Source: an optimization exercise on an open RTL-to-GDS flow (aim: small area). Production flows keep margins and buffers that such runs may drop.
Only simulation tests tie the RTL to the original design; equivalence was not proved.
Power is estimated from default activity; no workload was simulated.

==> inputs of v30 <==
// vga_top
module vga_top(clk, ACL_MISO, ACL_MOSI, ACL_SCLK, ACL_CSN, reset, en, del, switch_input, vga_r, vga_g, vga_b, h_sync, v_sync, LED);
    input clk, reset, en, del;
    input [5:0] switch_input;
    input ACL_MISO;
    output ACL_MOSI, ACL_SCLK, ACL_CSN;
    output [1:0] LED;
    output [3:0] vga_r, vga_g, vga_b;
    output h_sync, v_sync;
    wire ce, ce_fall, ledOn, char, moved;
    wire clean_en, clean_del, en_press, del_press;
    wire [4:0] letter1, letter2, letter3;
    wire [1:0] acl_data;
    clk_divider clkDiv (clk, reset, ce, ce_fall);
    accelerometer_SPI acl(
        .clk(clk),
        .rst(reset),
        .ce(ce),
        .ce_fall(ce_fall),
        .miso(ACL_MISO),
        .sclk(ACL_SCLK),
        .mosi(ACL_MOSI),
        .cs(ACL_CSN),
        .acl_data(acl_data),
        .moved(moved)
    );
    debouncer debEN(clk, reset, en, clean_en, en_press);
    debouncer debDEL(clk, reset, del, clean_del, del_press);
    letter_decoder ltrd(
        .clk(clk),
        .rst(reset),
        .en(en_press),
        .del(del_press),
        .switch_input(switch_input),
        .tilt_input(acl_data),
        .moved(moved),
        .letter1(letter1),
        .letter2(letter2),
        .letter3(letter3)
    );
    vga_controller vga_con(clk, reset, ce, letter1, letter2, letter3, h_sync, v_sync, ledOn, char);
    reg lit_r, lit_b;
    always @(posedge clk)
        if (reset) begin
            lit_r <= 1'b0;
            lit_b <= 1'b0;
        end
        else if (ce) begin
            lit_r <= char;
            lit_b <= ledOn & ~char;
        end
    assign vga_r = {4{lit_r}};
    assign vga_g = {4{lit_r}};
    assign vga_b = {4{lit_b}};
    assign LED[1:0] = acl_data[1:0];
endmodule
Settings: LEC_CHECK=0, CAP_MARGIN=20, CORE_MARGIN=2, CORE_UTILIZATION=40, SLEW_MARGIN=20; clock period 10.0 ns.
standard.sh (not shown) runs the stock make flow with config.mk's settings and CLKGATE_MAP_FILE= SYNTH_SCRIPT=/design/flow/synth_recipe.tcl, a recipe that flattens the netlist after the stock synthesis.
==> flow/flow/run.sh <==
#!/bin/bash
# Own layout flow: the standard synthesis; then the combinational logic
# of that netlist is synthesised again with a stronger ABC script (deepsyn),
# keeping every register cell as it is; then the standard layout from
# the new netlist. Each tool's output goes to a log of its own here.
set -euo pipefail
W=$(cd "$(dirname "$0")/.." && pwd)
F=$W/flow
cd "$W"
R=$W/orfs/results/${FLOW_PLATFORM:-sky130hd}/vga_top/base
YOSYS=$(command -v yosys || echo "$FLOW_HOME/../tools/install/yosys/bin/yosys")
LIB=$FLOW_HOME/platforms/sky130hd/lib/sky130_fd_sc_hd__tt_025C_1v80.lib
DEEP_S=${DEEP_S:-240}

bash standard.sh synth > "$W/synth.log" 2>&1
cp "$R/1_2_yosys.v" "$W/1_2_yosys.std.v"

ok=1
python3 "$F/mk_techmap.py" "$LIB" "$W/comb_map.v" > "$W/techmap.log" 2>&1 || ok=0
printf 'set_driving_cell sky130_fd_sc_hd__buf_1\nset_load 5\n' > "$W/abc.constr"
sed "s/@DEEP_S@/$DEEP_S/" "$F/resyn.abc" > "$W/resyn.abc"
if [[ $ok == 1 ]]; then
  "$YOSYS" -l "$W/resyn.log" -p "
    read_liberty -lib $LIB
    read_verilog $W/1_2_yosys.std.v
    hierarchy -top $FLOW_TOP
    techmap -map $W/comb_map.v
    techmap
    opt -purge
    abc -script $W/resyn.abc -liberty $LIB -dont_use *probe* -dont_use *lpflow* -constr $W/abc.constr -D 10000
    opt_clean -purge
    hilomap -singleton -hicell sky130_fd_sc_hd__conb_1 HI -locell sky130_fd_sc_hd__conb_1 LO
    insbuf -buf sky130_fd_sc_hd__buf_4 A X
    write_verilog -noattr -nohex -nodec $W/1_2_yosys.resyn.v
    stat -liberty $LIB
  " > /dev/null 2>&1 || ok=0
fi
# keep the new netlist only if it has the same register cells, by name and type
regs() { grep -oE '^\s*sky130_fd_sc_hd__[a-z]*df[a-z]*_[0-9]+\s+\S+' "$1" | awk '{print $1, $2}' | sort; }
if [[ $ok == 1 ]] && [[ -s $W/1_2_yosys.resyn.v ]] && diff <(regs "$W/1_2_yosys.std.v") <(regs "$W/1_2_yosys.resyn.v") > "$W/regs.diff" && [[ $(regs "$W/1_2_yosys.std.v" | wc -l) -gt 0 ]]; then
  cp "$W/1_2_yosys.resyn.v" "$R/1_2_yosys.v"
  echo "using the re-synthesised netlist" > "$W/resyn.choice"
else
  echo "using the standard netlist" > "$W/resyn.choice"
fi
rm -f "$R/1_synth.odb" "$R/1_synth.sdc"
bash standard.sh > "$W/layout.log" 2>&1
==> flow/flow/resyn.abc <==
strash
&get -n
&deepsyn -T @DEEP_S@
&st
&dch
&nf -R 1000
&put
topo
stime -c
Other scripts of this flow, unchanged in this note and not shown: flow/flow/mk_techmap.py
==> v35: changes against v30 <==
--- a/flow/design.v
+++ b/flow/design.v
@@ -37,20 +37,17 @@
         .letter1(letter1),
         .letter2(letter2),
         .letter3(letter3)
     );
     vga_controller vga_con(clk, reset, ce, letter1, letter2, letter3, h_sync, v_sync, ledOn, char);
-    reg lit_r, lit_b;
+    reg lit_r;
     always @(posedge clk)
-        if (reset) begin
+        if (reset)
             lit_r <= 1'b0;
-            lit_b <= 1'b0;
-        end
-        else if (ce) begin
+        else if (ce)
             lit_r <= char;
-            lit_b <= ledOn & ~char;
-        end
+    wire lit_b = ledOn & ~lit_r;
     assign vga_r = {4{lit_r}};
     assign vga_g = {4{lit_r}};
     assign vga_b = {4{lit_b}};
     assign LED[1:0] = acl_data[1:0];
 endmodule
@@ -113,11 +110,11 @@
     output reg [4:0] letter1,
     output reg [4:0] letter2,
     output reg [4:0] letter3
     );
     reg [1:0] current_position;
-    wire [4:0] letter_buffer = (switch_input < 6'd26) ? switch_input[4:0] : 5'd31;
+    wire [4:0] letter_buffer = switch_input[5] ? 5'd31 : switch_input[4:0];
     always @(posedge clk)
         if (rst) begin
             letter1 <= 5'd31;
             letter2 <= 5'd31;
             letter3 <= 5'd31;
@@ -482,18 +479,18 @@
             char <= q;
         end
     wire col_ge2   = (wh != 3'd0) | (wt != 4'd0) | (wu >= 4'd2);
     wire col_le705 = (wh != 3'd7) | ((wt == 4'd0) & (wu <= 4'd5));
     wire col_le1   = (wh == 3'd0) & (wt == 4'd0) & (wu <= 4'd1);
-    wire col_ge52  = (wh != 3'd0) | (wt >= 4'd6) | ((wt == 4'd5) & (wu >= 4'd2));
-    wire col_le691 = (wh <= 3'd5) | ((wh == 3'd6) & ((wt <= 4'd8) | (wu <= 4'd1)));
+    wire col_ge53  = (wh != 3'd0) | (wt >= 4'd6) | ((wt == 4'd5) & (wu >= 4'd3));
+    wire col_le692 = (wh <= 3'd5) | ((wh == 3'd6) & ((wt <= 4'd8) | (wu <= 4'd2)));
     wire line_ge33  = (ht >= 6'd4) | ((ht == 6'd3) & (hu >= 4'd3));
     wire line_le512 = (ht <= 6'd50) | ((ht == 6'd51) & (hu <= 4'd2));
     wire line_ge1   = (ht != 6'd0) | (hu != 4'd0);
     wire line_le522 = (ht != 6'd52) | (hu <= 4'd2);
     wire line_le523 = (ht != 6'd52) | (hu <= 4'd3);
-    assign led_on = col_ge52 & col_le691 & line_ge33 & line_le512;
+    assign led_on = col_ge53 & col_le692 & line_ge33 & line_le512;
     assign h_sync = col_ge2 & col_le705;
     assign v_sync = col_le1 ? (line_ge1 & line_le523) : line_le522;
 endmodule
 `timescale 1ns / 1ps
 module accelerometer_SPI(
==> flow/flow/run.sh (replaced) <==
#!/bin/bash
# Own layout flow: the standard synthesis; then the combinational logic
# of that netlist is synthesised again with stronger ABC scripts (deepsyn
# with a dozen seeds, NUM_CORES at a time, the smallest result kept), keeping every register
# cell as it is; then the standard layout from the new netlist, with a
# lighter clock tree and port buffers. Each tool's output goes to a log of
# its own here.
set -euo pipefail
W=$(cd "$(dirname "$0")/.." && pwd)
F=$W/flow
cd "$W"
R=$W/orfs/results/${FLOW_PLATFORM:-sky130hd}/vga_top/base
YOSYS=$(command -v yosys || echo "$FLOW_HOME/../tools/install/yosys/bin/yosys")
LIB=$FLOW_HOME/platforms/sky130hd/lib/sky130_fd_sc_hd__tt_025C_1v80.lib
DEEP_S=${DEEP_S:-400}
SEEDS=${SEEDS:-"1 2 3 4 5 6 7 8 9 10 11 12"}
JOBS=${NUM_CORES:-4}

bash standard.sh synth > "$W/synth.log" 2>&1
cp "$R/1_2_yosys.v" "$W/1_2_yosys.std.v"

python3 "$F/mk_techmap.py" "$LIB" "$W/comb_map.v" > "$W/techmap.log" 2>&1 || true
printf 'set_driving_cell sky130_fd_sc_hd__buf_1\nset_load 5\n' > "$W/abc.constr"

# resyn SEED SCRIPT: writes $W/resyn_SEED.v and $W/resyn_SEED.area
resyn() {
  local s=$1 script=$2
  sed -e "s/@DEEP_S@/$DEEP_S/" -e "s/@SEED@/$s/" "$F/$script" > "$W/resyn_$s.abc"
  "$YOSYS" -l "$W/resyn_$s.log" -p "
    read_liberty -lib $LIB
    read_verilog $W/1_2_yosys.std.v
    hierarchy -top $FLOW_TOP
    techmap -map $W/comb_map.v
    techmap
    opt -purge
    abc -script $W/resyn_$s.abc -liberty $LIB -dont_use *probe* -dont_use *lpflow* -constr $W/abc.constr -D 10000
    opt_clean -purge
    hilomap -singleton -hicell sky130_fd_sc_hd__conb_1 HI -locell sky130_fd_sc_hd__conb_1 LO
    insbuf -buf sky130_fd_sc_hd__buf_1 A X
    write_verilog -noattr -nohex -nodec $W/resyn_$s.v
    tee -o $W/resyn_$s.stat stat -liberty $LIB
  " > /dev/null 2>&1 || return 0
  grep -E "Chip area" "$W/resyn_$s.stat" | awk '{print $NF}' > "$W/resyn_$s.area" || true
}
if [[ -s $W/comb_map.v ]]; then
  for s in $SEEDS; do
    while (( $(jobs -rp | wc -l) >= JOBS )); do wait -n || true; done
    ( resyn "$s" resyn.abc; [[ -s $W/resyn_$s.area ]] || resyn "$s" resyn_safe.abc ) &
  done
  wait
fi

# keep a new netlist only if it has the same register cells, by name and type
regs() { grep -oE '^\s*sky130_fd_sc_hd__[a-z]*df[a-z]*_[0-9]+\s+\S+' "$1" | awk '{print $1, $2}' | sort; }
regs "$W/1_2_yosys.std.v" > "$W/regs.std"
best=""; best_area=""
for s in $SEEDS; do
  [[ -s $W/resyn_$s.area && -s $W/resyn_$s.v ]] || continue
  regs "$W/resyn_$s.v" > "$W/regs.$s"
  if [[ -s $W/regs.std ]] && cmp -s "$W/regs.std" "$W/regs.$s"; then
    a=$(cat "$W/resyn_$s.area")
    if [[ -z $best ]] || python3 -c "import sys; sys.exit(0 if float('$a') < float('$best_area') else 1)"; then
      best=$s; best_area=$a
    fi
  fi
done
if [[ -n $best ]]; then
  cp "$W/resyn_$best.v" "$R/1_2_yosys.v"
  echo "using the re-synthesised netlist of seed $best (area $best_area)" > "$W/resyn.choice"
else
  echo "using the standard netlist" > "$W/resyn.choice"
fi
rm -f "$R/1_synth.odb" "$R/1_synth.sdc"

# clock tree of clkbuf_8 without dummy loads; port buffers of buf_1
bash standard.sh \
  "CTS_ARGS=-sink_clustering_enable -repair_clock_nets -dont_use_dummy_load -buf_list sky130_fd_sc_hd__clkbuf_8 -root_buf sky130_fd_sc_hd__clkbuf_8 -tree_buf sky130_fd_sc_hd__clkbuf_8 -sink_clustering_buffer sky130_fd_sc_hd__clkbuf_8" \
  "BUFFER_PORTS_ARGS=-buffer_cell sky130_fd_sc_hd__buf_1" \
  finish > "$W/layout.log" 2>&1
==> flow/flow/resyn.abc (replaced) <==
strash
&get -n
&deepsyn -T @DEEP_S@ -S @SEED@
&st
&dch
&nf -R 1000
&put
mfs3 -a
topo
stime -c
==> flow/flow/resyn_safe.abc (new file) <==
strash
&get -n
&deepsyn -T @DEEP_S@ -S @SEED@
&st
&dch
&nf -R 1000
&put
topo
stime -c
==> v33: changes against v30 <==
--- a/flow/design.v
+++ b/flow/design.v
@@ -37,20 +37,17 @@
         .letter1(letter1),
         .letter2(letter2),
         .letter3(letter3)
     );
     vga_controller vga_con(clk, reset, ce, letter1, letter2, letter3, h_sync, v_sync, ledOn, char);
-    reg lit_r, lit_b;
+    reg lit_r;
     always @(posedge clk)
-        if (reset) begin
+        if (reset)
             lit_r <= 1'b0;
-            lit_b <= 1'b0;
-        end
-        else if (ce) begin
+        else if (ce)
             lit_r <= char;
-            lit_b <= ledOn & ~char;
-        end
+    wire lit_b = ledOn & ~lit_r;
     assign vga_r = {4{lit_r}};
     assign vga_g = {4{lit_r}};
     assign vga_b = {4{lit_b}};
     assign LED[1:0] = acl_data[1:0];
 endmodule
@@ -482,18 +479,18 @@
             char <= q;
         end
     wire col_ge2   = (wh != 3'd0) | (wt != 4'd0) | (wu >= 4'd2);
     wire col_le705 = (wh != 3'd7) | ((wt == 4'd0) & (wu <= 4'd5));
     wire col_le1   = (wh == 3'd0) & (wt == 4'd0) & (wu <= 4'd1);
-    wire col_ge52  = (wh != 3'd0) | (wt >= 4'd6) | ((wt == 4'd5) & (wu >= 4'd2));
-    wire col_le691 = (wh <= 3'd5) | ((wh == 3'd6) & ((wt <= 4'd8) | (wu <= 4'd1)));
+    wire col_ge53  = (wh != 3'd0) | (wt >= 4'd6) | ((wt == 4'd5) & (wu >= 4'd3));
+    wire col_le692 = (wh <= 3'd5) | ((wh == 3'd6) & ((wt <= 4'd8) | (wu <= 4'd2)));
     wire line_ge33  = (ht >= 6'd4) | ((ht == 6'd3) & (hu >= 4'd3));
     wire line_le512 = (ht <= 6'd50) | ((ht == 6'd51) & (hu <= 4'd2));
     wire line_ge1   = (ht != 6'd0) | (hu != 4'd0);
     wire line_le522 = (ht != 6'd52) | (hu <= 4'd2);
     wire line_le523 = (ht != 6'd52) | (hu <= 4'd3);
-    assign led_on = col_ge52 & col_le691 & line_ge33 & line_le512;
+    assign led_on = col_ge53 & col_le692 & line_ge33 & line_le512;
     assign h_sync = col_ge2 & col_le705;
     assign v_sync = col_le1 ? (line_ge1 & line_le523) : line_le522;
 endmodule
 `timescale 1ns / 1ps
 module accelerometer_SPI(
--- a/flow/flow/run.sh
+++ b/flow/flow/run.sh
@@ -1,10 +1,11 @@
 #!/bin/bash
 # Own layout flow: the standard synthesis; then the combinational logic
 # of that netlist is synthesised again with a stronger ABC script (deepsyn),
 # keeping every register cell as it is; then the standard layout from
-# the new netlist. Each tool's output goes to a log of its own here.
+# the new netlist, with a lighter clock tree and port buffers. Each tool's
+# output goes to a log of its own here.
 set -euo pipefail
 W=$(cd "$(dirname "$0")/.." && pwd)
 F=$W/flow
 cd "$W"
 R=$W/orfs/results/${FLOW_PLATFORM:-sky130hd}/vga_top/base
@@ -28,11 +29,11 @@
     techmap
     opt -purge
     abc -script $W/resyn.abc -liberty $LIB -dont_use *probe* -dont_use *lpflow* -constr $W/abc.constr -D 10000
     opt_clean -purge
     hilomap -singleton -hicell sky130_fd_sc_hd__conb_1 HI -locell sky130_fd_sc_hd__conb_1 LO
-    insbuf -buf sky130_fd_sc_hd__buf_4 A X
+    insbuf -buf sky130_fd_sc_hd__buf_1 A X
     write_verilog -noattr -nohex -nodec $W/1_2_yosys.resyn.v
     stat -liberty $LIB
   " > /dev/null 2>&1 || ok=0
 fi
 # keep the new netlist only if it has the same register cells, by name and type
@@ -42,6 +43,10 @@
   echo "using the re-synthesised netlist" > "$W/resyn.choice"
 else
   echo "using the standard netlist" > "$W/resyn.choice"
 fi
 rm -f "$R/1_synth.odb" "$R/1_synth.sdc"
-bash standard.sh > "$W/layout.log" 2>&1
+# clock tree of clkbuf_8 without dummy loads; port buffers of buf_1
+bash standard.sh \
+  "CTS_ARGS=-sink_clustering_enable -repair_clock_nets -dont_use_dummy_load -buf_list sky130_fd_sc_hd__clkbuf_8 -root_buf sky130_fd_sc_hd__clkbuf_8 -tree_buf sky130_fd_sc_hd__clkbuf_8 -sink_clustering_buffer sky130_fd_sc_hd__clkbuf_8" \
+  "BUFFER_PORTS_ARGS=-buffer_cell sky130_fd_sc_hd__buf_1" \
+  finish > "$W/layout.log" 2>&1
==> flow/flow/resyn.abc (replaced) <==
strash
&get -n
&deepsyn -T @DEEP_S@
&st
&dch
&nf -R 1000
&put
mfs3 -a
topo
stime -c
==> comparison table <==
metric	v30	v33	v35
Final critical delay including setup and external delays	4770 ps	4270 ps	4750 ps
Core area	0.0131 mm²	0.0126 mm²	0.0126 mm²
Critical path peak fanout	12	17	17
Half-perimeter wire length after detailed placement	9990 µm	9060 µm	9180 µm
DIE HEIGHT	120 µm	118 µm	117 µm
Fraction of standard cell area that is sequential	36.1%	39.1%	39.6%
Final Cycle Share	47.7%	42.7%	47.5%
Maximum number of pins on one net before global-route repair	43	42	42
Power attributed to sequential cells	0.449 mW	0.444 mW	0.445 mW
Worst setup path start	vga_con.wh[0]$_SDFF_PP0_	vga_con.ht[2]$_SDFF_PP0_	vga_con.ht[2]$_SDFF_PP0_
Aggregate routed wire length	13700 µm	12700 µm	12700 µm
Sinks on the clock net	110	109	109
Cell with the largest stage delay on the worst path	clkdlybuf4s50_1	nor2_1	dfxtp_1
Outcome	finished clean	finished clean	finished clean
Weighted congestion reported at the end of routability-driven placement	0.945	0.995	0.943
Placed cell areas	0.00587 mm²	0.00553 mm²	0.00547 mm²
Worst Path Arrival	2770 ps	2270 ps	2750 ps
Cell Area, Synth	0.00535 mm²	0.00518 mm²	0.00511 mm²
Cell internal pwr	0.661 mW	0.533 mW	0.533 mW
Net switching component of the power	0.203 mW	0.162 mW	0.162 mW
Total length of routed met3 wires	833 µm	564 µm	640 µm

## static timing again, ports no longer ideal
In the flow no input, the clock included, has a driving cell. The finished layouts below were timed again as built, in two steps. Step 1: set_driving_cell puts a clkbuf_16 on clk and a buf_2 on each other input, an assumption about the parent block. Step 2 adds t to the input delays and takes it off the output delays; t is the mean of the earliest and latest rising clock arrival at the registers after step 1. Input paths then give back, and output paths get back, about the clock's delay inside the block. a / b / c = no drivers / after step 1 / after step 2; a / b = the first two.
| run | shift t [ns] | setup slack, ns | worst hold slack (ns) | clock arrival spread, ns | slew at the worst register clock pin (ns) |
|---|---|---|---|---|---|
| v30 | 0.393 | 5.232 / 5.191 / 5.583 | 0.478 / 0.478 / 0.478 | 0.006 / 0.007 | 0.08 / 0.08 |
| v35 | 0.407 | 5.254 / 5.220 / 5.535 | 0.474 / 0.474 / 0.474 | 0.025 / 0.025 | 0.11 / 0.11 |
| v33 | 0.405 | 5.734 / 5.701 / 5.785 | 0.460 / 0.460 / 0.460 | 0.037 / 0.037 | 0.11 / 0.11 |
After both steps setup and hold are still met in every run listed.
